Source: an optimization exercise on an open RTL-to-GDS flow (aim: small area, a short achievable clock period and few clock cycles). Production flows keep margins and buffers that such runs may drop.
The RTL was checked by simulation tests, not by an equivalence proof against the original design.
Power and IR drop assume default switching activity.

==> flow/design.v (outline; a module is shown in full before it is edited, if it fits) <==
// module busunit: 226 lines
// module idecode: 315 lines
// module div: 127 lines
// module cpuops: 216 lines
// module zipcpu: 868 lines
// module zipbones: 112 lines
// module zipcore: 25 lines
module	zipcore(i_clk, i_reset,
		o_wb_cyc, o_wb_stb, o_wb_we, o_wb_addr, o_wb_data, o_wb_sel,
		i_wb_ack, i_wb_stall, i_wb_data, i_wb_err);
  // ...
==> flow/run.sh <==
#!/bin/bash
# synth_recipe.tcl (not shown) runs the flow's synth.tcl, then flattens the netlist and writes it again
# the make line also repeats each setting of config.mk as NAME=value (left out here)
make -C /OpenROAD-flow-scripts/flow DESIGN_CONFIG=/design/flow/config.mk WORK_HOME=/design/flow/orfs CLKGATE_MAP_FILE= SYNTH_SCRIPT=/design/flow/synth_recipe.tcl finish
==> flow/config.mk <==
export PLATFORM = sky130hd
export DESIGN_NAME = zipcore
export DESIGN_NICKNAME = zipcore
export VERILOG_FILES = /design/flow/design.v
export SDC_FILE = /design/flow/constraint.sdc
export NUM_CORES = 4
export LEC_CHECK = 0
export CAP_MARGIN = 20
export CORE_MARGIN = 2
export CORE_UTILIZATION = 40
export SLEW_MARGIN = 20
==> flow/constraint.sdc <==
create_clock -name core_clock -period 12.0 [get_ports {i_clk}]
set_input_delay 2.4000 -clock core_clock [delete_from_list [all_inputs] [get_ports {i_clk}]]
set_output_delay 2.4000 -clock core_clock [all_outputs]
set_load 0.01 [all_outputs]
==> impl_metrics.ini, run 1 <==
[timing]
fin_crit_ps = 9030
fin_skew_ps = 78.38
slew_headroom = 0.1442
hold_ws_ps = 326.3

[drt]
wl_um = 567900
drt-met1-wl_um = 221700
drt_iter0_drc = 12620

[layout]
dominant_cells = multi-input combinational cells
ff_latch_area_um2 = 61930
multi_input_area_share = 0.4930
inv_count = 1403
final_cell_mix = edfxtp_1 (1,667), inv_1 (1,363), nand2_1 (1,349), nor2_1 (1,156), ha_1 (821)

[setup_path]
crit_arrival_ps = 9820
critPathSlowestCell = dfxtp_1
rrSetupSlack_ps = 2970
worst_r2r_path_depth = 28

[run_status]
status = finished clean

[clock_tree]
h-tree-depth = 5
cts_tree = built

[grt]
grt_pass1_wl_um = 807200

[placement]
placed_area_um2 = 160700
place_hpwl_um = 403400

[yosys]
synthTopCellsByCount = edfxtp_1 (1,667), inv_1 (1,369), nand2_1 (1,350), nor2_1 (1,190), ha_1 (821)
synth_edf_count = 1667
synth_area_um2 = 152800

[power_and_ir_drop]
p_seq_uw = 9860
p_comb_uw = 6220
Testbench counts, summed over its fixed seeds: cycles 44,195.
==> module div, before the edit <==
module	div(i_clk, i_rst, i_wr, i_signed, i_numerator, i_denominator,
		o_busy, o_valid, o_err, o_quotient, o_flags);
	parameter		BW=32, LGBW = 5;
	input	wire		i_clk, i_rst;
	input	wire		i_wr, i_signed;
	input	wire [(BW-1):0]	i_numerator, i_denominator;
	output	reg		o_busy, o_valid, o_err;
	output	reg [(BW-1):0]	o_quotient;
	output	wire	[3:0]	o_flags;
	reg			r_busy;
	reg	[(2*BW-2):0]	r_divisor;
	reg	[(BW-1):0]	r_dividend;
	wire	[(BW):0]	diff;  
	assign	diff = r_dividend - r_divisor[(BW-1):0];
	reg		r_sign, pre_sign, r_z, r_c, last_bit;
	reg	[(LGBW-1):0]	r_bit;
	reg	zero_divisor;
	always @(posedge i_clk)
		if (i_rst)
			r_busy <= 1'b0;
		else if (i_wr)
			r_busy <= 1'b1;
		else if ((last_bit)||(zero_divisor))
			r_busy <= 1'b0;
	always @(posedge i_clk)
		if (i_rst)
			o_busy <= 1'b0;
		else if (i_wr)
			o_busy <= 1'b1;
		else if (((last_bit)&&(!r_sign))||(zero_divisor))
			o_busy <= 1'b0;
		else if (!r_busy)
			o_busy <= 1'b0;
	always @(posedge i_clk)
		if (i_rst)
			zero_divisor <= 1'b0;
		else if (i_wr)
			zero_divisor <= (i_denominator == 0);
		else if (!r_busy)
			zero_divisor <= 1'b0;
	always @(posedge i_clk)
		if (i_rst)
			o_valid <= 1'b0;
		else if (r_busy)
		begin
			if ((last_bit)||(zero_divisor))
				o_valid <= (zero_divisor)||(!r_sign);
		end else if (r_sign)
		begin
			o_valid <= (!zero_divisor);  
		end else
			o_valid <= 1'b0;
	always @(posedge i_clk)
		if((i_rst)||(o_valid))
			o_err <= 1'b0;
		else if (((r_busy)||(r_sign))&&(zero_divisor))
			o_err <= 1'b1;
		else
			o_err <= 1'b0;
	always @(posedge i_clk)
		if ((r_busy)&&(!pre_sign))
			r_bit <= r_bit + {(LGBW){1'b1}};
		else
			r_bit <= {(LGBW){1'b1}};
	always @(posedge i_clk)
		if (r_busy)
			last_bit <= (r_bit == {{(LGBW-1){1'b0}},1'b1});
		else
			last_bit <= 1'b0;
	always @(posedge i_clk)
		if (i_rst)
			pre_sign <= 1'b0;
		else if (i_wr)
			pre_sign <= i_signed;
		else
			pre_sign <= 1'b0;
	always @(posedge i_clk)
		if((r_busy)&&(r_divisor[(2*BW-2):(BW)] == 0)&&(!diff[BW]))
			r_z <= 1'b0;
		else if ((!r_busy)&&(!r_sign))
			r_z <= 1'b1;
	always @(posedge i_clk)
		if (pre_sign)
		begin
			if (r_dividend[BW-1])
				r_dividend <= -r_dividend;
		end else if((r_busy)&&(r_divisor[(2*BW-2):(BW)]==0)&&(!diff[BW]))
			r_dividend <= diff[(BW-1):0];
		else if (!r_busy)
			r_dividend <=  i_numerator;
	always @(posedge i_clk)
		if (pre_sign)
		begin
			if (r_divisor[(2*BW-2)])
				r_divisor[(2*BW-2):(BW-1)]
					<= -r_divisor[(2*BW-2):(BW-1)];
		end else if (r_busy)
			r_divisor <= { 1'b0, r_divisor[(2*BW-2):1] };
		else
			r_divisor <= {  i_denominator, {(BW-1){1'b0}} };
	always @(posedge i_clk)
		if (i_rst)
			r_sign <= 1'b0;
		else if (pre_sign)
			r_sign <= ((r_divisor[(2*BW-2)])^(r_dividend[(BW-1)]));
		else if (r_busy)
			r_sign <= (r_sign)&&(!zero_divisor);
		else
			r_sign <= 1'b0;
	always @(posedge i_clk)
		if (r_busy)
		begin
			o_quotient <= { o_quotient[(BW-2):0], 1'b0 };
			if ((r_divisor[(2*BW-2):(BW)] == 0)&&(!diff[BW]))
			begin
				o_quotient[0] <= 1'b1;
			end
		end else if (r_sign)
			o_quotient <= -o_quotient;
		else
			o_quotient <= 0;
	always @(posedge i_clk)
		r_c <= (r_busy)&&((diff == 0)||(r_dividend == 0));
	wire	w_n;
	assign w_n = o_quotient[(BW-1)];
	assign o_flags = { 1'b0, w_n, r_c, r_z };
endmodule
==> module cpuops, before the edit <==
module	cpuops(i_clk,i_rst, i_ce, i_op, i_a, i_b, o_c, o_f, o_valid,
			o_busy);
	parameter	IMPLEMENT_MPY = 4;
	input	wire	i_clk, i_rst, i_ce;
	input	wire	[3:0]	i_op;
	input	wire	[31:0]	i_a, i_b;
	output	reg	[31:0]	o_c;
	output	wire	[3:0]	o_f;
	output	reg		o_valid;
	output	wire		o_busy;
	wire	[32:0]		w_lsr_result, w_asr_result, w_lsl_result;
	wire	signed	[32:0]	w_pre_asr_input, w_pre_asr_shifted;
	assign	w_pre_asr_input = { i_a, 1'b0 };
	assign	w_pre_asr_shifted = w_pre_asr_input >>> i_b[4:0];
	assign	w_asr_result = (|i_b[31:5])? {(33){i_a[31]}}
				: w_pre_asr_shifted; 
	assign	w_lsr_result = ((|i_b[31:6])||(i_b[5]&&(i_b[4:0]!=0)))? 33'h00
				:((i_b[5])?{32'h0,i_a[31]}
				: ( { i_a, 1'b0 } >> (i_b[4:0]) )); 
	assign	w_lsl_result = ((|i_b[31:6])||(i_b[5]&&(i_b[4:0]!=0)))? 33'h00
				:((i_b[5])?{i_a[0], 32'h0}
				: ({1'b0, i_a } << i_b[4:0]));	 
	wire	[31:0]	w_brev_result;
	genvar	k;
	generate
	for(k=0; k<32; k=k+1)
	begin : bit_reversal_cpuop
		assign w_brev_result[k] = i_b[31-k];
	end endgenerate
	wire	z, n, v;
	reg	c, pre_sign, set_ovfl, keep_sgn_on_ovfl;
	always @(posedge i_clk)
		if (i_ce)  
			set_ovfl<=(((i_op==4'h0)&&(i_a[31] != i_b[31])) 
				||((i_op==4'h2)&&(i_a[31] == i_b[31]))  
				||(i_op == 4'h6)  
				||(i_op == 4'h5));  
	always @(posedge i_clk)
		if (i_ce)  
			keep_sgn_on_ovfl<=
				(((i_op==4'h0)&&(i_a[31] != i_b[31])) 
				||((i_op==4'h2)&&(i_a[31] == i_b[31])));  
	wire	[63:0]	mpy_result;  
	reg	mpyhi;		 
	wire	mpybusy;	 
	wire	mpydone;	 
	wire	this_is_a_multiply_op;
	assign	this_is_a_multiply_op = (i_ce)&&((i_op[3:1]==3'h5)||(i_op[3:0]==4'hc));
	generate
	if (IMPLEMENT_MPY == 0)
	begin  
		assign	mpy_result = 64'h00;
		assign	mpybusy    = 1'b0;
		assign	mpydone    = 1'b1;
		always @(*) mpyhi = 1'b0;  
	end else if (IMPLEMENT_MPY == 1)
	begin  
		wire	signed	[63:0]	w_mpy_a_input, w_mpy_b_input;
		assign	w_mpy_a_input = {{(32){(i_a[31])&(i_op[0])}},i_a[31:0]};
		assign	w_mpy_b_input = {{(32){(i_b[31])&(i_op[0])}},i_b[31:0]};
		assign	mpy_result = w_mpy_a_input * w_mpy_b_input;
		assign	mpybusy = 1'b0;
		assign	mpydone = 1'b0;
		always @(*) mpyhi = 1'b0;  
	end else if (IMPLEMENT_MPY == 2)
	begin  
		reg	signed	[63:0]	r_mpy_a_input, r_mpy_b_input;
		always @(posedge i_clk)
		begin
			r_mpy_a_input <={{(32){(i_a[31])&(i_op[0])}},i_a[31:0]};
			r_mpy_b_input <={{(32){(i_b[31])&(i_op[0])}},i_b[31:0]};
		end
		assign	mpy_result = r_mpy_a_input * r_mpy_b_input;
		assign	mpybusy = 1'b0;
		reg	mpypipe;
		always @(posedge i_clk)
			if (i_rst)
				mpypipe <= 1'b0;
			else
				mpypipe <= (this_is_a_multiply_op);
		assign	mpydone = mpypipe;  
		always @(posedge i_clk)
			if (this_is_a_multiply_op)
				mpyhi  = i_op[1];
	end else if (IMPLEMENT_MPY == 3)
	begin  
		reg	signed	[63:0]	r_smpy_result;
		reg		[63:0]	r_umpy_result;
		reg	signed	[31:0]	r_mpy_a_input, r_mpy_b_input;
		reg		[1:0]	mpypipe;
		reg		[1:0]	r_sgn;
		always @(posedge i_clk)
			if (i_rst)
				mpypipe <= 2'b0;
			else
			mpypipe <= { mpypipe[0], this_is_a_multiply_op };
		always @(posedge i_clk)
		begin
			r_mpy_a_input <= i_a[31:0];
			r_mpy_b_input <= i_b[31:0];
			r_sgn <= { r_sgn[0], i_op[0] };
		end
		wire		[31:0]	u_mpy_a_input, u_mpy_b_input;
		assign	u_mpy_a_input = r_mpy_a_input;
		assign	u_mpy_b_input = r_mpy_b_input;
		always @(posedge i_clk)
			r_smpy_result <= r_mpy_a_input * r_mpy_b_input;
		always @(posedge i_clk)
			r_umpy_result <= u_mpy_a_input * u_mpy_b_input;
		always @(posedge i_clk)
			if (this_is_a_multiply_op)
				mpyhi  <= i_op[1];
		assign	mpybusy = mpypipe[0];
		assign	mpy_result = (r_sgn[1])?r_smpy_result:r_umpy_result;
		assign	mpydone = mpypipe[1];
	end else  
	begin  
		reg	[63:0]	r_mpy_result;
		reg	[31:0]	r_mpy_a_input, r_mpy_b_input;
		reg		r_mpy_signed;
		reg	[2:0]	mpypipe;
		always @(posedge i_clk)
		begin
			if (i_rst)
				mpypipe <= 3'h0;
			else begin
				mpypipe[0] <= this_is_a_multiply_op;
				mpypipe[1] <= mpypipe[0];
				mpypipe[2] <= mpypipe[1];
			end
			if (i_op[0])  
			begin
				r_mpy_a_input <= {(~i_a[31]),i_a[30:0]};
				r_mpy_b_input <= {(~i_b[31]),i_b[30:0]};
			end else begin
				r_mpy_a_input <= i_a[31:0];
				r_mpy_b_input <= i_b[31:0];
			end
			r_mpy_signed  <= i_op[0];
			if (this_is_a_multiply_op)
				mpyhi  <= i_op[1];
		end
		assign	mpybusy = |mpypipe[1:0];
		assign	mpydone = mpypipe[2];
		reg	[31:0]	pp_f, pp_l;  
		reg	[32:0]	pp_oi;  
		reg	[32:0]	pp_s;
		always @(posedge i_clk)
		begin
			pp_f<=r_mpy_a_input[31:16]*r_mpy_b_input[31:16];
			pp_oi<=r_mpy_a_input[31:16]*r_mpy_b_input[15: 0]
				+ r_mpy_a_input[15: 0]*r_mpy_b_input[31:16];
			pp_l<=r_mpy_a_input[15: 0]*r_mpy_b_input[15: 0];
			if (r_mpy_signed)
				pp_s <= 32'h8000_0000-(
				  	r_mpy_a_input[31:0]
					+ r_mpy_b_input[31:0]);
			else
				pp_s <= 33'h0;
		end
		always @(posedge i_clk)
		begin
			r_mpy_result[15:0] <= pp_l[15:0];
			r_mpy_result[63:16] <=
			  	{ 32'h00, pp_l[31:16] }
				+ { 15'h00, pp_oi }
				+ { pp_s, 15'h00 }
				+ { pp_f, 16'h00 };
		end
		assign	mpy_result = r_mpy_result;
	end
	endgenerate  
	always @(posedge i_clk)
	if (i_ce)
	begin
		pre_sign <= (i_a[31]);
		c <= 1'b0;
		casez(i_op)
		4'b0000:{c,o_c } <= {1'b0,i_a}-{1'b0,i_b}; 
		4'b0001:   o_c   <= i_a & i_b;		 
		4'b0010:{c,o_c } <= i_a + i_b;		 
		4'b0011:   o_c   <= i_a | i_b;		 
		4'b0100:   o_c   <= i_a ^ i_b;		 
		4'b0101:{o_c,c } <= w_lsr_result[32:0];	 
		4'b0110:{c,o_c } <= w_lsl_result[32:0];  
		4'b0111:{o_c,c } <= w_asr_result[32:0];	 
		4'b1000:   o_c   <= w_brev_result;	 
		4'b1001:   o_c   <= { i_a[31:16], i_b[15:0] };  
		4'b1010:   o_c   <= mpy_result[63:32];	 
		4'b1011:   o_c   <= mpy_result[63:32];	 
		4'b1100:   o_c   <= mpy_result[31:0];	 
		default:   o_c   <= i_b;		 
		endcase
	end else  
		o_c <= (mpyhi)?mpy_result[63:32]:mpy_result[31:0];
	reg	r_busy;
	always @(posedge i_clk)
		if (i_rst)
			r_busy <= 1'b0;
		else
			r_busy <= ((IMPLEMENT_MPY > 1)
					&&(this_is_a_multiply_op))||mpybusy;
	assign	o_busy = (r_busy);  
	assign	z = (o_c == 32'h0000);
	assign	n = (o_c[31]);
	assign	v = (set_ovfl)&&(pre_sign != o_c[31]);
	wire	vx = (keep_sgn_on_ovfl)&&(pre_sign != o_c[31]);
	assign	o_f = { v, n^vx, c, z };
	always @(posedge i_clk)
		if (i_rst)
			o_valid <= 1'b0;
		else if (IMPLEMENT_MPY <= 1)
			o_valid <= (i_ce);
		else
			o_valid <=((i_ce)&&(!this_is_a_multiply_op))||(mpydone);
endmodule
==> run 2: changes to the inputs <==
--- a/flow/design.v
+++ b/flow/design.v
@@ -546,130 +546,169 @@
 		o_busy, o_valid, o_err, o_quotient, o_flags);
 	parameter		BW=32, LGBW = 5;
 	input	wire		i_clk, i_rst;
 	input	wire		i_wr, i_signed;
 	input	wire [(BW-1):0]	i_numerator, i_denominator;
 	output	reg		o_busy, o_valid, o_err;
 	output	reg [(BW-1):0]	o_quotient;
 	output	wire	[3:0]	o_flags;
-	reg			r_busy;
-	reg	[(2*BW-2):0]	r_divisor;
-	reg	[(BW-1):0]	r_dividend;
-	wire	[(BW):0]	diff;  
-	assign	diff = r_dividend - r_divisor[(BW-1):0];
-	reg		r_sign, pre_sign, r_z, r_c, last_bit;
-	reg	[(LGBW-1):0]	r_bit;
-	reg	zero_divisor;
+	reg		r_busy;		 
+	reg		pre;		 
+	reg		r_signed;	 
+	reg		r_sign;		 
+	reg		r_neg;		 
+	reg		zero_divisor;
+	reg	[2:0]	r_bit;
+	reg		last_bit;
+	reg		r_z, r_c;
+	reg	[(BW-1):0]	r_num;	 
+	reg	[(BW-1):0]	r_rem;	 
+	reg	[(BW-1):0]	r_den;	 
+	reg	[(BW+1):0]	r_den3;	 
+	function automatic [(BW+3):0] rstep(input [(BW-1):0] rem,
+			input [1:0] nb, input [(BW-1):0] den,
+			input [(BW+1):0] den3);
+		reg	[(BW+1):0]	x;
+		reg	[(BW+2):0]	t1, t2, t3;
+		reg	[1:0]		q;
+		reg	[(BW-1):0]	nrem;
+		reg			c;
+		begin
+			x  = { rem, nb };
+			t1 = { 1'b0, x } - { 3'b0, den };
+			t2 = { 1'b0, x } - { 2'b0, den, 1'b0 };
+			t3 = { 1'b0, x } - { 1'b0, den3 };
+			if (!t3[BW+2])
+				begin q = 2'b11; nrem = t3[(BW-1):0]; end
+			else if (!t2[BW+2])
+				begin q = 2'b10; nrem = t2[(BW-1):0]; end
+			else if (!t1[BW+2])
+				begin q = 2'b01; nrem = t1[(BW-1):0]; end
+			else
+				begin q = 2'b00; nrem = x[(BW-1):0]; end
+			if (!t2[BW+2])
+				c = (t3 == 0)||(t2 == 0);
+			else
+				c = (t1 == 0)||(x == 0);
+			rstep = { c, q, nrem };
+		end
+	endfunction
+	wire	[(BW+3):0]	sa, sb;
+	assign	sa = rstep(r_rem, r_num[(BW-1):(BW-2)], r_den, r_den3);
+	assign	sb = rstep(sa[(BW-1):0], r_num[(BW-3):(BW-4)], r_den, r_den3);
+	wire	[(BW-1):0]	w_absden;
+	assign	w_absden = ((r_signed)&&(r_den[BW-1])) ? -r_den : r_den;
 	always @(posedge i_clk)
 		if (i_rst)
-			r_busy <= 1'b0;
+			pre <= 1'b0;
+		else
+			pre <= i_wr;
+	always @(posedge i_clk)
+		if (i_wr)
+			r_signed <= i_signed;
+	always @(posedge i_clk)
+		if (i_rst)
+			zero_divisor <= 1'b0;
 		else if (i_wr)
+			zero_divisor <= (i_denominator == 0);
+		else if (pre)
+			zero_divisor <= 1'b0;
+	always @(posedge i_clk)
+		if (i_rst)
+			r_busy <= 1'b0;
+		else if ((pre)&&(!zero_divisor))
 			r_busy <= 1'b1;
-		else if ((last_bit)||(zero_divisor))
+		else if (last_bit)
 			r_busy <= 1'b0;
 	always @(posedge i_clk)
 		if (i_rst)
+			r_neg <= 1'b0;
+		else
+			r_neg <= (last_bit)&&(r_sign);
+	always @(posedge i_clk)
+		if (i_rst)
 			o_busy <= 1'b0;
 		else if (i_wr)
 			o_busy <= 1'b1;
-		else if (((last_bit)&&(!r_sign))||(zero_divisor))
+		else if ((pre)&&(zero_divisor))
 			o_busy <= 1'b0;
-		else if (!r_busy)
+		else if ((last_bit)&&(!r_sign))
+			o_busy <= 1'b0;
+		else if (r_neg)
 			o_busy <= 1'b0;
-	always @(posedge i_clk)
-		if (i_rst)
-			zero_divisor <= 1'b0;
-		else if (i_wr)
-			zero_divisor <= (i_denominator == 0);
-		else if (!r_busy)
-			zero_divisor <= 1'b0;
 	always @(posedge i_clk)
 		if (i_rst)
 			o_valid <= 1'b0;
-		else if (r_busy)
-		begin
-			if ((last_bit)||(zero_divisor))
-				o_valid <= (zero_divisor)||(!r_sign);
-		end else if (r_sign)
-		begin
-			o_valid <= (!zero_divisor);  
-		end else
-			o_valid <= 1'b0;
-	always @(posedge i_clk)
-		if((i_rst)||(o_valid))
-			o_err <= 1'b0;
-		else if (((r_busy)||(r_sign))&&(zero_divisor))
-			o_err <= 1'b1;
 		else
-			o_err <= 1'b0;
+			o_valid <= ((pre)&&(zero_divisor))
+				||((last_bit)&&(!r_sign))
+				||(r_neg);
 	always @(posedge i_clk)
-		if ((r_busy)&&(!pre_sign))
-			r_bit <= r_bit + {(LGBW){1'b1}};
+		if (i_rst)
+			o_err <= 1'b0;
 		else
-			r_bit <= {(LGBW){1'b1}};
+			o_err <= (pre)&&(zero_divisor);
 	always @(posedge i_clk)
-		if (r_busy)
-			last_bit <= (r_bit == {{(LGBW-1){1'b0}},1'b1});
+		if ((r_busy)&&(!last_bit))
+			r_bit <= r_bit - 1'b1;
 		else
-			last_bit <= 1'b0;
+			r_bit <= 3'h7;
 	always @(posedge i_clk)
 		if (i_rst)
-			pre_sign <= 1'b0;
-		else if (i_wr)
-			pre_sign <= i_signed;
+			last_bit <= 1'b0;
 		else
-			pre_sign <= 1'b0;
+			last_bit <= (r_busy)&&(r_bit == 3'h1);
 	always @(posedge i_clk)
-		if((r_busy)&&(r_divisor[(2*BW-2):(BW)] == 0)&&(!diff[BW]))
-			r_z <= 1'b0;
-		else if ((!r_busy)&&(!r_sign))
-			r_z <= 1'b1;
+		if ((pre)&&(r_signed))
+			r_sign <= (r_num[BW-1])^(r_den[BW-1]);
+		else if (pre)
+			r_sign <= 1'b0;
 	always @(posedge i_clk)
-		if (pre_sign)
+		if (i_wr)
+		begin
+			r_num <= i_numerator;
+			r_den <= i_denominator;
+		end else if (pre)
 		begin
-			if (r_dividend[BW-1])
-				r_dividend <= -r_dividend;
-		end else if((r_busy)&&(r_divisor[(2*BW-2):(BW)]==0)&&(!diff[BW]))
-			r_dividend <= diff[(BW-1):0];
-		else if (!r_busy)
-			r_dividend <=  i_numerator;
-	always @(posedge i_clk)
-		if (pre_sign)
-		begin
-			if (r_divisor[(2*BW-2)])
-				r_divisor[(2*BW-2):(BW-1)]
-					<= -r_divisor[(2*BW-2):(BW-1)];
+			if ((r_signed)&&(r_num[BW-1]))
+				r_num <= -r_num;
+			r_den  <= w_absden;
 		end else if (r_busy)
-			r_divisor <= { 1'b0, r_divisor[(2*BW-2):1] };
-		else
-			r_divisor <= {  i_denominator, {(BW-1){1'b0}} };
+			r_num <= { r_num[(BW-5):0], 4'h0 };
 	always @(posedge i_clk)
-		if (i_rst)
-			r_sign <= 1'b0;
-		else if (pre_sign)
-			r_sign <= ((r_divisor[(2*BW-2)])^(r_dividend[(BW-1)]));
+		if (pre)
+			r_den3 <= { 2'b0, w_absden } + { 1'b0, w_absden, 1'b0 };
+	always @(posedge i_clk)
+		if (pre)
+			r_rem <= 0;
 		else if (r_busy)
-			r_sign <= (r_sign)&&(!zero_divisor);
-		else
-			r_sign <= 1'b0;
+			r_rem <= sb[(BW-1):0];
 	always @(posedge i_clk)
-		if (r_busy)
-		begin
-			o_quotient <= { o_quotient[(BW-2):0], 1'b0 };
-			if ((r_divisor[(2*BW-2):(BW)] == 0)&&(!diff[BW]))
-			begin
-				o_quotient[0] <= 1'b1;
-			end
-		end else if (r_sign)
-			o_quotient <= -o_quotient;
-		else
+		if ((pre)&&(zero_divisor))
+			o_quotient <= 1;
+		else if (pre)
 			o_quotient <= 0;
+		else if (r_busy)
+			o_quotient <= { o_quotient[(BW-5):0],
+					sa[(BW+1):BW], sb[(BW+1):BW] };
+		else if (r_neg)
+			o_quotient <= -o_quotient;
 	always @(posedge i_clk)
-		r_c <= (r_busy)&&((diff == 0)||(r_dividend == 0));
+		if (pre)
+			r_z <= (!zero_divisor);
+		else if ((r_busy)&&(sa[(BW+1):BW] != 0))
+			r_z <= 1'b0;
+		else if ((r_busy)&&(sb[(BW+1):BW] != 0))
+			r_z <= 1'b0;
+	always @(posedge i_clk)
+		if ((pre)&&(zero_divisor))
+			r_c <= (r_num == 0);
+		else
+			r_c <= (r_busy)&&(last_bit)&&(sb[BW+2]);
 	wire	w_n;
 	assign w_n = o_quotient[(BW-1)];
 	assign o_flags = { 1'b0, w_n, r_c, r_z };
 endmodule
 `default_nettype	none
 module	cpuops(i_clk,i_rst, i_ce, i_op, i_a, i_b, o_c, o_f, o_valid,
 			o_busy);
 	parameter	IMPLEMENT_MPY = 4;
@@ -785,64 +824,71 @@
 		assign	mpybusy = mpypipe[0];
 		assign	mpy_result = (r_sgn[1])?r_smpy_result:r_umpy_result;
 		assign	mpydone = mpypipe[1];
 	end else  
 	begin  
 		reg	[63:0]	r_mpy_result;
 		reg	[31:0]	r_mpy_a_input, r_mpy_b_input;
 		reg		r_mpy_signed;
-		reg	[2:0]	mpypipe;
+		reg	[3:0]	mpypipe;
 		always @(posedge i_clk)
 		begin
 			if (i_rst)
-				mpypipe <= 3'h0;
+				mpypipe <= 4'h0;
 			else begin
 				mpypipe[0] <= this_is_a_multiply_op;
 				mpypipe[1] <= mpypipe[0];
 				mpypipe[2] <= mpypipe[1];
+				mpypipe[3] <= mpypipe[2];
 			end
 			if (i_op[0])  
 			begin
 				r_mpy_a_input <= {(~i_a[31]),i_a[30:0]};
 				r_mpy_b_input <= {(~i_b[31]),i_b[30:0]};
 			end else begin
 				r_mpy_a_input <= i_a[31:0];
 				r_mpy_b_input <= i_b[31:0];
 			end
 			r_mpy_signed  <= i_op[0];
 			if (this_is_a_multiply_op)
 				mpyhi  <= i_op[1];
 		end
-		assign	mpybusy = |mpypipe[1:0];
-		assign	mpydone = mpypipe[2];
+		assign	mpybusy = |mpypipe[2:0];
+		assign	mpydone = mpypipe[3];
 		reg	[31:0]	pp_f, pp_l;  
-		reg	[32:0]	pp_oi;  
+		reg	[31:0]	pp_o, pp_i;  
 		reg	[32:0]	pp_s;
 		always @(posedge i_clk)
 		begin
 			pp_f<=r_mpy_a_input[31:16]*r_mpy_b_input[31:16];
-			pp_oi<=r_mpy_a_input[31:16]*r_mpy_b_input[15: 0]
-				+ r_mpy_a_input[15: 0]*r_mpy_b_input[31:16];
+			pp_o<=r_mpy_a_input[31:16]*r_mpy_b_input[15: 0];
+			pp_i<=r_mpy_a_input[15: 0]*r_mpy_b_input[31:16];
 			pp_l<=r_mpy_a_input[15: 0]*r_mpy_b_input[15: 0];
 			if (r_mpy_signed)
 				pp_s <= 32'h8000_0000-(
 				  	r_mpy_a_input[31:0]
 					+ r_mpy_b_input[31:0]);
 			else
 				pp_s <= 33'h0;
 		end
+		reg	[63:0]	pp_fl;
+		reg	[32:0]	pp_oi, pp_s2;
+		always @(posedge i_clk)
+		begin
+			pp_fl <= { pp_f, pp_l };
+			pp_oi <= { 1'b0, pp_o } + { 1'b0, pp_i };
+			pp_s2 <= pp_s;
+		end
 		always @(posedge i_clk)
 		begin
-			r_mpy_result[15:0] <= pp_l[15:0];
-			r_mpy_result[63:16] <=
-			  	{ 32'h00, pp_l[31:16] }
+			r_mpy_result[15:0] <= pp_fl[15:0];
+			r_mpy_result[63:16] <= pp_fl[63:16]
 				+ { 15'h00, pp_oi }
-				+ { pp_s, 15'h00 }
-				+ { pp_f, 16'h00 };
+				+ { pp_s2, 15'h00 };
 		end
 		assign	mpy_result = r_mpy_result;
 	end
 	endgenerate  
 	always @(posedge i_clk)
 	if (i_ce)
 	begin
 		pre_sign <= (i_a[31]);
@@ -1013,18 +1059,20 @@
 	wire	[31:0]		mem_data, mem_result;
 	wire	[3:0]		mem_sel;
 	wire	div_ce, div_error, div_busy, div_valid;
 	wire	[31:0]	div_result;
 	wire	[3:0]	div_flags;
 	wire		fpu_ce, fpu_error, fpu_busy, fpu_valid;
 	wire	[31:0]	fpu_result;
 	wire	[3:0]	fpu_flags;
+	wire	trap_now;
 	assign	div_ce = (master_ce)&&(!clear_pipeline)&&(op_valid_div)
 				&&(!mem_rdbusy)&&(!div_busy)&&(!fpu_busy)&&(!alu_busy)
+				&&(!trap_now)
 				&&(set_cond);
 	assign	fpu_ce = (master_ce)&&(!clear_pipeline)&&(op_valid_fpu)
 				&&(!mem_rdbusy)&&(!div_busy)&&(!fpu_busy)
 				&&(set_cond);
 	wire	adf_ce_unconditional;
 	wire		wr_reg_ce, wr_flags_ce, wr_write_pc, wr_write_cc,
 			wr_write_scc, wr_write_ucc;
 	wire	[4:0]	wr_reg_id;
@@ -1064,26 +1112,27 @@
 	assign	op_ce = ((dcd_valid)||(dcd_illegal)||(dcd_early_branch))&&(!op_stall);
 	assign	op_change_data_ce = (!op_stall);
 	assign	alu_stall = (((!master_ce)||(mem_rdbusy)||(alu_busy))&&(op_valid_alu))  
 			||(prelock_stall)
 			||((op_valid)&&(op_break))
 			||(wr_reg_ce)&&(wr_write_cc)
 			||(div_busy)||(fpu_busy);
 	assign	alu_ce = (master_ce)&&(op_valid_alu)&&(!alu_stall)
-				&&(!clear_pipeline);
+				&&(!clear_pipeline)&&(!trap_now);
 	assign	mem_ce = (master_ce)&&(op_valid_mem)&&(!mem_stalled)
-			&&(!clear_pipeline);
+			&&(!clear_pipeline)&&(!trap_now);
 	assign	mem_stalled = (mem_busy)||(alu_busy)||(div_busy)||(fpu_busy)||((op_valid_mem)&&(
 				(!master_ce)
 				||((wr_reg_ce)&&(wr_reg_id[4] == op_gie)&&((wr_write_pc)||(wr_write_cc)))));
 	assign	adf_ce_unconditional = (master_ce)&&(!clear_pipeline)&&(op_valid)
 				&&(!op_valid_mem)&&(!mem_rdbusy)
 				&&((!op_valid_alu)||(!alu_stall))&&(!op_break)
-				&&(!div_busy)&&(!fpu_busy)&&(!alu_busy)&&(!clear_pipeline);
+				&&(!div_busy)&&(!fpu_busy)&&(!alu_busy)&&(!clear_pipeline)
+				&&(!trap_now);
 	wire	pf_stalled;
 	assign	pf_stalled = (dcd_stalled)||(dcd_phase);
 	wire	pf_new_pc;
 	assign	pf_new_pc = (new_pc)||((dcd_early_branch_stb)&&(!clear_pipeline));
 	wire	[(AW-1):0]	pf_request_address;
 	assign	pf_request_address = ((dcd_early_branch)&&(!clear_pipeline))
 				? dcd_branch_pc:pf_pc[(AW+1):2];
 	assign	pf_gie = gie;
@@ -1509,16 +1558,17 @@
 				&&((!i_interrupt)||(!wr_spreg_vl[5]));
 		else if ((wr_reg_ce)&&(wr_write_cc)&&(wr_spreg_vl[5]))
 			sleep <= wr_spreg_vl[4];
 	always @(posedge i_clk)
 		if (i_rst)
 			step <= 1'b0;
 		else if ((wr_reg_ce)&&(!alu_gie)&&(wr_write_ucc))
 			step <= wr_spreg_vl[6];
+	assign	trap_now = (w_switch_to_interrupt)||(o_break);
 	assign	w_switch_to_interrupt = (gie)&&(
 			((i_interrupt)&&(!alu_phase)&&(!bus_lock))
 			||(((alu_pc_valid)||(mem_pc_valid))&&(step)&&(!alu_phase)&&(!bus_lock))
 			||((master_ce)&&(break_pending)&&(!break_en))
 			||((alu_illegal)&&(!clear_pipeline))
 			||(div_error)
 			||(fpu_error)
 			||(bus_err)
==> run 2 against run 1 <==
- worst setup slack got worse by 580 ps
- wire length is 10% higher
- sequential power grew 8%
- global-route usage barely moved
- synthesized area increased by 10%
- first-iteration DRC count up 27%
- worst hold slack got worse by 5.3 ps
- power rose by 3.9%
- utilization shrank 0.27 points
- largest cell class unchanged
==> impl_metrics.ini, run 2 <==
[setup_path]
critPathSlowestCell = a221oi_1
cp_data_required_time_ps = 12850
cp_slowest_stage_delay_ps = 830
cp_max_fo = 16
cp-start-kind = flop
crit_cells = 26
worst_r2r_path_depth = 26
worstReg2RegStart = swic.thecpu.genblk4.thedivide.r_num[31]
critPathTopFamily = compound AO/OA/AOI/OAI gates
crit_arrival_ps = 10460
crit_type = reg -> reg
cp_num_buf_inv = 2
crit_path_start = swic.thecpu.genblk4.thedivide.r_num[31]
crit_end = swic.thecpu.genblk4.thedivide.r_c
rrSetupSlack_ps = 2390
r2r_end = swic.thecpu.genblk4.thedivide.r_c
end_kind = flop

[timing]
fmax_mhz = 104.1
final-hold-violation-count = 0
rsz0062_at_grt = false
tightest_slew_ps = 1334
finalSetupViolCount = 0
fin_crit_ps = 9610
fin_setup_tns_ps = 0
slew_headroom = 0.1084
fin_crit_sh = 0.8009
drv_slew = 0
fin_skew_ps = 52.07
fin_ws_ps = 2390

[yosys]
ys.flop_type = edfxtp_1
synth-seq-cells = 2454
ys_warn_count = 6
yosysSeqAreaShare = 0.3914
synth_area_um2 = 168300
synth_edf_count = 1674
synthCells = 15540
avgSynthCellArea_um2 = 10.84
yosysTopAreaCell = edfxtp_1
synth.area.top_cells = edfxtp_1 (30%), fa_1 (9.6%), dfxtp_1 (9.3%)
synthDistinctLibCells = 109
synth_nets = 17420
synth.most_common_cell = edfxtp_1
async_reset_ff_frac = 0
synthTopCellsByCount = edfxtp_1 (1,674), nand2_1 (1,541), nor2_1 (1,318), inv_1 (1,317), ha_1 (1,032)
synth_top_area_share = 0.2986

[drt]
drt-met1-wl_um = 259100
drc = 0
routedWlPerCell_um = 29.46
wl_met3_um = 70090
wl_um = 627000
met2WireLength_um = 266100
highest_layer = met5
avgViaCountPerCell = 6.068
postRouteAntennaNets = 0
vias = 129200
drt_iter0_drc = 16080
firstDrtPassIters = 8

[worst_hold_path]
min_path_type = reg -> reg

[layout]
final_cell_mix = edfxtp_1 (1,674), nand2_1 (1,537), inv_1 (1,312), nor2_1 (1,286), ha_1 (1,032)
drive_above_1_share = 0.1238
regMostFlops = swic.thecpu.regset
final_common_cell = edfxtp_1
area_growth_pct = 10.68
reg_top3 = swic.thecpu.regset: 1024 flops, swic.thecpu.bus.f_data: 128 flops, swic.thecpu.doalu.genblk2.genblk1.genblk1.genblk1.pp_fl: 64 flops
largest_reg_flops = 1024
fin_cells = 21280
nets = 17400

[grt]
grt_max_degree = 125
antenna_found_initial = 60
grt_pass1_wl_um = 893100
globalRouteTotalUtil = 0.2878
gr-total-overflow = 0
grt_pass1_vias = 124200

[power_and_ir_drop]
p_leak_uw = 0.07304
p_per_area_nw_per_um2 = 135.7
vdd_drop_max_mv = 0.1032

[clock_tree]
holdBufCountCts = 0
cts_tree = built
cts_resized = 0
cts.path.max_buffers = 4
clk_pin_slew_worst_paths_ps = 60
cts_num_sinks = 2454
cts_setup_buffers = 0
cts_made_buffers = 281
h-tree-depth = 5
cts_root_buffer = clkbuf_16
clk_latency_ps = 950

[die]
coreArea_um2 = 419600
ios = 106
die_h_um = 652.7
die-area_um2 = 426000
rows = 238
die_w_um = 652.7
start_util = 0.4012

[job]
maxCapViolCount = 0

[placement]
placed_cells = 20760
port_buffers = 105
gp_congestion = 1.012
place_hpwl_um = 450300
place_worst_setup_slack_ps = 2732

[run_status]
status = finished clean
-- run 2: cell families (layout without fill, tap and decap cells) --
logic type	count (synthesis)	after routing	synth area share
buffers and inverters	2164	2367	0.04925
AND/OR/NAND/NOR	4149	4149	0.1107
AO/OA/AOI/OAI	3041	3041	0.1161
flip-flops	2454	2454	0.3914
XOR/XNOR	690	690	0.03590
adder cells (fa/ha/maj)	1843	1843	0.1732
multiplexers	1194	1194	0.1235
other	0	25	0
-- run 2: metal layers --
layer / track usage / up-vias
li1: - / 55770
met1: 0.4014 / 64790
met2: 0.4230 / 7188
met3: 0.07332 / 1368
met4: 0.1236 / 44
met5: 0 / -
-- run 2: layout make-up --
cell class	instances	area (um^2)
inverters	1356	5091
flip-flops and latches	2454	65940
clock inverters	126	1295
clock buffers	372	7811
fillers	38970	233300
diodes	25	62.56
multi-input cells	10920	95010
repair buffers	513	4184
well taps	5520	6907
-- run 2: metrics by stage --
stage / util / hold WS (ps) / power (uW) / cell area (um^2)
3_3_place_gp: 0.4221 / 310.4 / 16560 / 177100
2_1_floorplan: - / 309.6 / 14240 / 168300
4_1_cts: 0.4439 / 320.3 / 25260 / 186200
6_report: 0.4440 / 321.0 / 25280 / 186300
5_1_grt: 0.4439 / 324.5 / 26230 / 186300
3_5_place_dp: 0.4222 / 312.1 / 16610 / 177100
-- run 2: how the worst min path moves through the flow --
stage                     startpoint    to  slack, ps  cells after the start
after floorplan                 flop  flop        310                      0
after global placement          flop  flop        310                      0
after detailed placement        flop  flop        310                      0
after CTS                       flop  flop        320                      0
after global routing            flop  flop        320                      0
final                           flop  flop        320                      0
-- run 2: report_power, final --
part / leakage (uW) / switching (uW) / internal [uW] / total, uW
combinational: 0.0468 / 3860 / 2120 / 5980
clock: 0.00441 / 3730 / 4930 / 8660
sequential: 0.0219 / 500 / 10100 / 10600
Testbench counts of run 2, summed over its fixed seeds: cycles 35,423.
==> run 3: changes to the inputs <==
--- a/flow/design.v
+++ b/flow/design.v
@@ -828,6 +828,7 @@
 	begin  
-		reg	[63:0]	r_mpy_result;
-		reg	[31:0]	r_mpy_a_input, r_mpy_b_input;
-		reg		r_mpy_signed;
-		reg	[3:0]	mpypipe;
+		reg	signed [32:0]	r_mpy_a_input;
+		reg	[32:0]	r_mpy_b_input;
+		reg	[4:0]	mpypipe;
+		reg	signed [42:0]	r_hi;
+		reg	[23:0]	r_lo;
 		always @(posedge i_clk)
@@ -835,55 +836,31 @@
 			if (i_rst)
-				mpypipe <= 4'h0;
-			else begin
-				mpypipe[0] <= this_is_a_multiply_op;
-				mpypipe[1] <= mpypipe[0];
-				mpypipe[2] <= mpypipe[1];
-				mpypipe[3] <= mpypipe[2];
-			end
-			if (i_op[0])  
-			begin
-				r_mpy_a_input <= {(~i_a[31]),i_a[30:0]};
-				r_mpy_b_input <= {(~i_b[31]),i_b[30:0]};
-			end else begin
-				r_mpy_a_input <= i_a[31:0];
-				r_mpy_b_input <= i_b[31:0];
-			end
-			r_mpy_signed  <= i_op[0];
+				mpypipe <= 5'h0;
+			else
+				mpypipe <= { mpypipe[3:0], this_is_a_multiply_op };
 			if (this_is_a_multiply_op)
+			begin
+				r_mpy_a_input <= { (i_a[31])&&(i_op[0]), i_a };
+				r_mpy_b_input <= { (i_b[31])&&(i_op[0]), i_b };
 				mpyhi  <= i_op[1];
+			end else if (|mpypipe[2:0])
+				r_mpy_b_input <= { {(8){r_mpy_b_input[32]}},
+						r_mpy_b_input[32:8] };
 		end
-		assign	mpybusy = |mpypipe[2:0];
-		assign	mpydone = mpypipe[3];
-		reg	[31:0]	pp_f, pp_l;  
-		reg	[31:0]	pp_o, pp_i;  
-		reg	[32:0]	pp_s;
-		always @(posedge i_clk)
-		begin
-			pp_f<=r_mpy_a_input[31:16]*r_mpy_b_input[31:16];
-			pp_o<=r_mpy_a_input[31:16]*r_mpy_b_input[15: 0];
-			pp_i<=r_mpy_a_input[15: 0]*r_mpy_b_input[31:16];
-			pp_l<=r_mpy_a_input[15: 0]*r_mpy_b_input[15: 0];
-			if (r_mpy_signed)
-				pp_s <= 32'h8000_0000-(
-				  	r_mpy_a_input[31:0]
-					+ r_mpy_b_input[31:0]);
-			else
-				pp_s <= 33'h0;
-		end
-		reg	[63:0]	pp_fl;
-		reg	[32:0]	pp_oi, pp_s2;
-		always @(posedge i_clk)
-		begin
-			pp_fl <= { pp_f, pp_l };
-			pp_oi <= { 1'b0, pp_o } + { 1'b0, pp_i };
-			pp_s2 <= pp_s;
-		end
+		assign	mpybusy = |mpypipe[3:0];
+		assign	mpydone = mpypipe[4];
+		wire	signed	[8:0]	w_mpy_b_byte;
+		wire	signed	[41:0]	w_mpy_prod;
+		assign	w_mpy_b_byte = (mpypipe[3])
+				? r_mpy_b_input[8:0]
+				: { 1'b0, r_mpy_b_input[7:0] };
+		assign	w_mpy_prod = r_mpy_a_input * w_mpy_b_byte;
 		always @(posedge i_clk)
+		if (mpypipe[0])
+			r_hi <= w_mpy_prod;
+		else if (|mpypipe[3:1])
 		begin
-			r_mpy_result[15:0] <= pp_fl[15:0];
-			r_mpy_result[63:16] <= pp_fl[63:16]
-				+ { 15'h00, pp_oi }
-				+ { pp_s2, 15'h00 };
+			r_hi <= (r_hi >>> 8) + w_mpy_prod;
+			r_lo <= { r_hi[7:0], r_lo[23:8] };
 		end
-		assign	mpy_result = r_mpy_result;
+		assign	mpy_result = { r_hi[39:0], r_lo };
 	end
==> run 3 against run 2 <==
- non-clock buffer count shrank 86
- clock skew grew 48 ps
- clock power fell by 13%
- sequential power decreased by 23%
- via count fell by 20%
- die area shrank 19%
- largest cell class unchanged
- power is 36% lower
- flip-flop and latch count fell by 287
- worst setup slack better by 320 ps
==> impl_metrics.ini, run 3 <==
[timing]
fin_crit_ps = 9292
rsz0062_at_grt = false
fin_setup_tns_ps = 0
tightest_slew_ps = 1156
drv_slew = 0
fin_skew_ps = 99.68
slew_headroom = 0.2074
finalSetupViolCount = 0
fmax_mhz = 107.6
fin_crit_sh = 0.7744
hold_ws_ps = 390.8
final-hold-violation-count = 0

[yosys]
synth-compound-area-share = 0.1314
synth_nets = 12930
ys_warn_count = 6
yosysTopAreaCell = edfxtp_1
synth_area_um2 = 136800
synth_top_area_share = 0.3965
synth-simple-area-share = 0.1132
synthCells = 12100
avgSynthCellArea_um2 = 11.30
async_reset_ff_frac = 0
synth.most_common_cell = edfxtp_1
synth_adder_area_share = 0.08680
synthMuxAreaShare = 0.1495
yosysSeqAreaShare = 0.4494
synth_top_family_by_area = multiplexers
synthDistinctLibCells = 113
synth_xor_area_frac = 0.03561
synth.area.top_cells = edfxtp_1 (40%), mux4_2 (11%), dfxtp_1 (5.3%)
synth-seq-cells = 2167
synth_edf_count = 1806
ys.flop_type = edfxtp_1
synthTopCellsByCount = edfxtp_1 (1,806), nand2_1 (1,051), nor2_1 (972), a21oi_1 (839), o21ai_0 (712)

[clock_tree]
cts.path.max_buffers = 4
holdBufCountCts = 0
cts_setup_buffers = 0
h-tree-depth = 4
clk_pin_slew_worst_paths_ps = 60
clk_latency_ps = 970
cts_num_sinks = 2167
cts_made_buffers = 230
cts_root_buffer = clkbuf_16
cts_resized = 0
cts_tree = built

[worst_hold_path]
min_path_type = reg -> reg
min_path_cells = 0
whs_endpoint = swic.thecpu.r_op_opn[2]
hp-start = swic.thecpu.instruction_decoder.o_op[2]

[placement]
gp_congestion = 1.031
port_buffers = 105
place_hpwl_um = 349100

[die]
die_w_um = 588.7
ios = 106
rows = 214
die_h_um = 588.7
start_util = 0.4022
die-area_um2 = 346600
coreArea_um2 = 340100

[power_and_ir_drop]
power_frac_seq = 0.506
p_leak_uw = 0.05474
p_sw_frac = 0.2191
comb_power_share = 0.026
p_int_uw = 12620
p_per_area_nw_per_um2 = 106.1
vdd_drop_max_mv = 0.1273
pwr-share-clk = 0.467
p_switching_uw = 3539

[grt]
grt_pass1_vias = 99010
gr-total-overflow = 0
globalRouteTotalUtil = 0.2807
grt_max_degree = 109
grt_pass1_wl_um = 711200
antenna_found_initial = 35

[layout]
nets = 12910
final_cell_mix = edfxtp_1 (1,806), nand2_1 (1,048), nor2_1 (937), a21oi_1 (838), o21ai_0 (708)
nFillCells = 31540
reg_top3 = swic.thecpu.regset: 1024 flops, swic.thecpu.bus.f_data: 128 flops, swic.thecpu.doalu.genblk2.genblk1.genblk1.genblk1.r_hi: 43 flops
utilization = 0.4480
drive_above_1_share = 0.1436
largest_reg_flops = 1024
regMostFlops = swic.thecpu.regset
final_common_cell = edfxtp_1
area_growth_pct = 11.39

[setup_path]
crit_arrival_ps = 9910
cp_slowest_stage_delay_ps = 820
rrSetupSlack_ps = 2710
end_kind = flop
cp-start-kind = flop
cp_num_buf_inv = 3
cp_data_required_time_ps = 12620
critPathSlowestCell = edfxtp_1
crit_type = reg -> reg
worst_r2r_path_depth = 33
cp_max_fo = 16
critPathTopFamily = compound AO/OA/AOI/OAI gates

[drt]
wl_um = 499600
postRouteAntennaNets = 0
drc = 0
firstDrtPassIters = 7
vias = 103800
avgViaCountPerCell = 6.171
drt_iter0_drc = 13050
routedWlPerCell_um = 29.69

[job]
maxCapViolCount = 0

[run_status]
status = finished clean
-- run 3: cell types whose count changed after synthesis, sizes merged, moves of 61 or more --
cell,before,now
clkbuf,615,519
dfxtp,780,361
a21oi,900,839
ha,1032,544
o211ai,161,78
nor2,1319,973
nand2,1542,1051
xnor2,458,366
edfxtp,1674,1806
and2,150,226
inv,1337,535
fa,811,253
o21ai,631,759
-- run 3: kinds of logic after synthesis --
| group | after synthesis |
|---|---|
| muxes | 1177 |
| and+or+nand+nor | 3313 |
| buffers and inverters | 1218 |
| DFF | 2167 |
| adders and majority gates | 797 |
| AOI/OAI and AO/OA | 2870 |
| xor gates and xnor gates | 556 |
-- run 3: through the flow --
step / setup slack, ps / instances / power [uW] / cell area (um^2)
finish: 2708 / 16830 / 16160 / 152300
global route: 2088 / 16810 / 16550 / 152300
CTS: 2810 / 16810 / 16230 / 152200
detailed placement: 2916 / 16380 / 8760 / 144400
global placement: 2992 / 16380 / 8758 / 144300
floorplan: 4006 / 12100 / 8559 / 136800
-- run 3: worst max-delay path by stage --
stage	from	to	slack (ps)	cells past startpoint
finish	flop	flop	2710	33
global route	flop	flop	2090	33
CTS	flop	flop	2810	33
detailed placement	flop	flop	2920	33
global placement	flop	flop	2990	33
floorplan	flop	flop	4010	34
-- run 3: layout make-up --
class                           count  area, um^2  share of cell area
Clock inverter                    155        1710             0.01123
Timing Repair Buffer              427        3555             0.02333
Antenna cell                       14       35.03           0.0002300
Tap cell                         4536        5675             0.03726
Inverter                          537        2018             0.01325
Multi-Input combinational cell   8713       71650              0.4704
Clock buffer                      276        6170             0.04050
Sequential cell                  2167       61520              0.4038
-- run 3: power by group through the flow --
stage | combinational, uW | clock [uW] | sequential, uW
6_report | 428 | 7550 | 8180
5_1_grt | 455 | 7910 | 8180
4_1_cts | 419 | 7630 | 8180
3_5_place_dp | 418 | 0 | 8340
3_3_place_gp | 416 | 0 | 8340
2_1_floorplan | 229 | 0 | 8330
-- run 3: per-layer routing --
metal / wire (um) / track usage / up-vias
met5: 162 / 0 / -
met4: 29550 / 0.1431 / 24
met3: 44960 / 0.05403 / 1071
met2: 228100 / 0.4445 / 5145
met1: 196900 / 0.3677 / 52070
li1: - / - / 45510
Testbench counts of run 3, summed over its fixed seeds: cycles 36,298.

## afterwards: timing with drivers on the ports
No port has a modelled driver above. Below, the same layouts with a new extraction and two added sets of constraints.
Step 1 sets driving cells, clkbuf_16 on the clock port and buf_2 on the other inputs (assumed; they add their load-dependent delay and slew).
Step 2, shift: input delay + t, output delay - t, t = (earliest + latest rising clock arrival at the registers) / 2. This alone moves slack from input paths to output paths.
Slacks: no drivers / after step 1 / after step 2; pairs: no drivers / after step 1.
run	t (ns)	setup slack, ns	worst setup path at the end	worst data-port slew with drivers (ns)	cell pins on the clock port's net
run 1	1.016	2.970 / 2.970 / 2.970	register to register	0.07	1
run 2	1.054	2.390 / 2.390 / 2.390	register to register	0.15	1
run 3	1.018	2.708 / 2.708 / 2.708	register to register	0.24	1
After both steps every run listed still meets setup and hold.
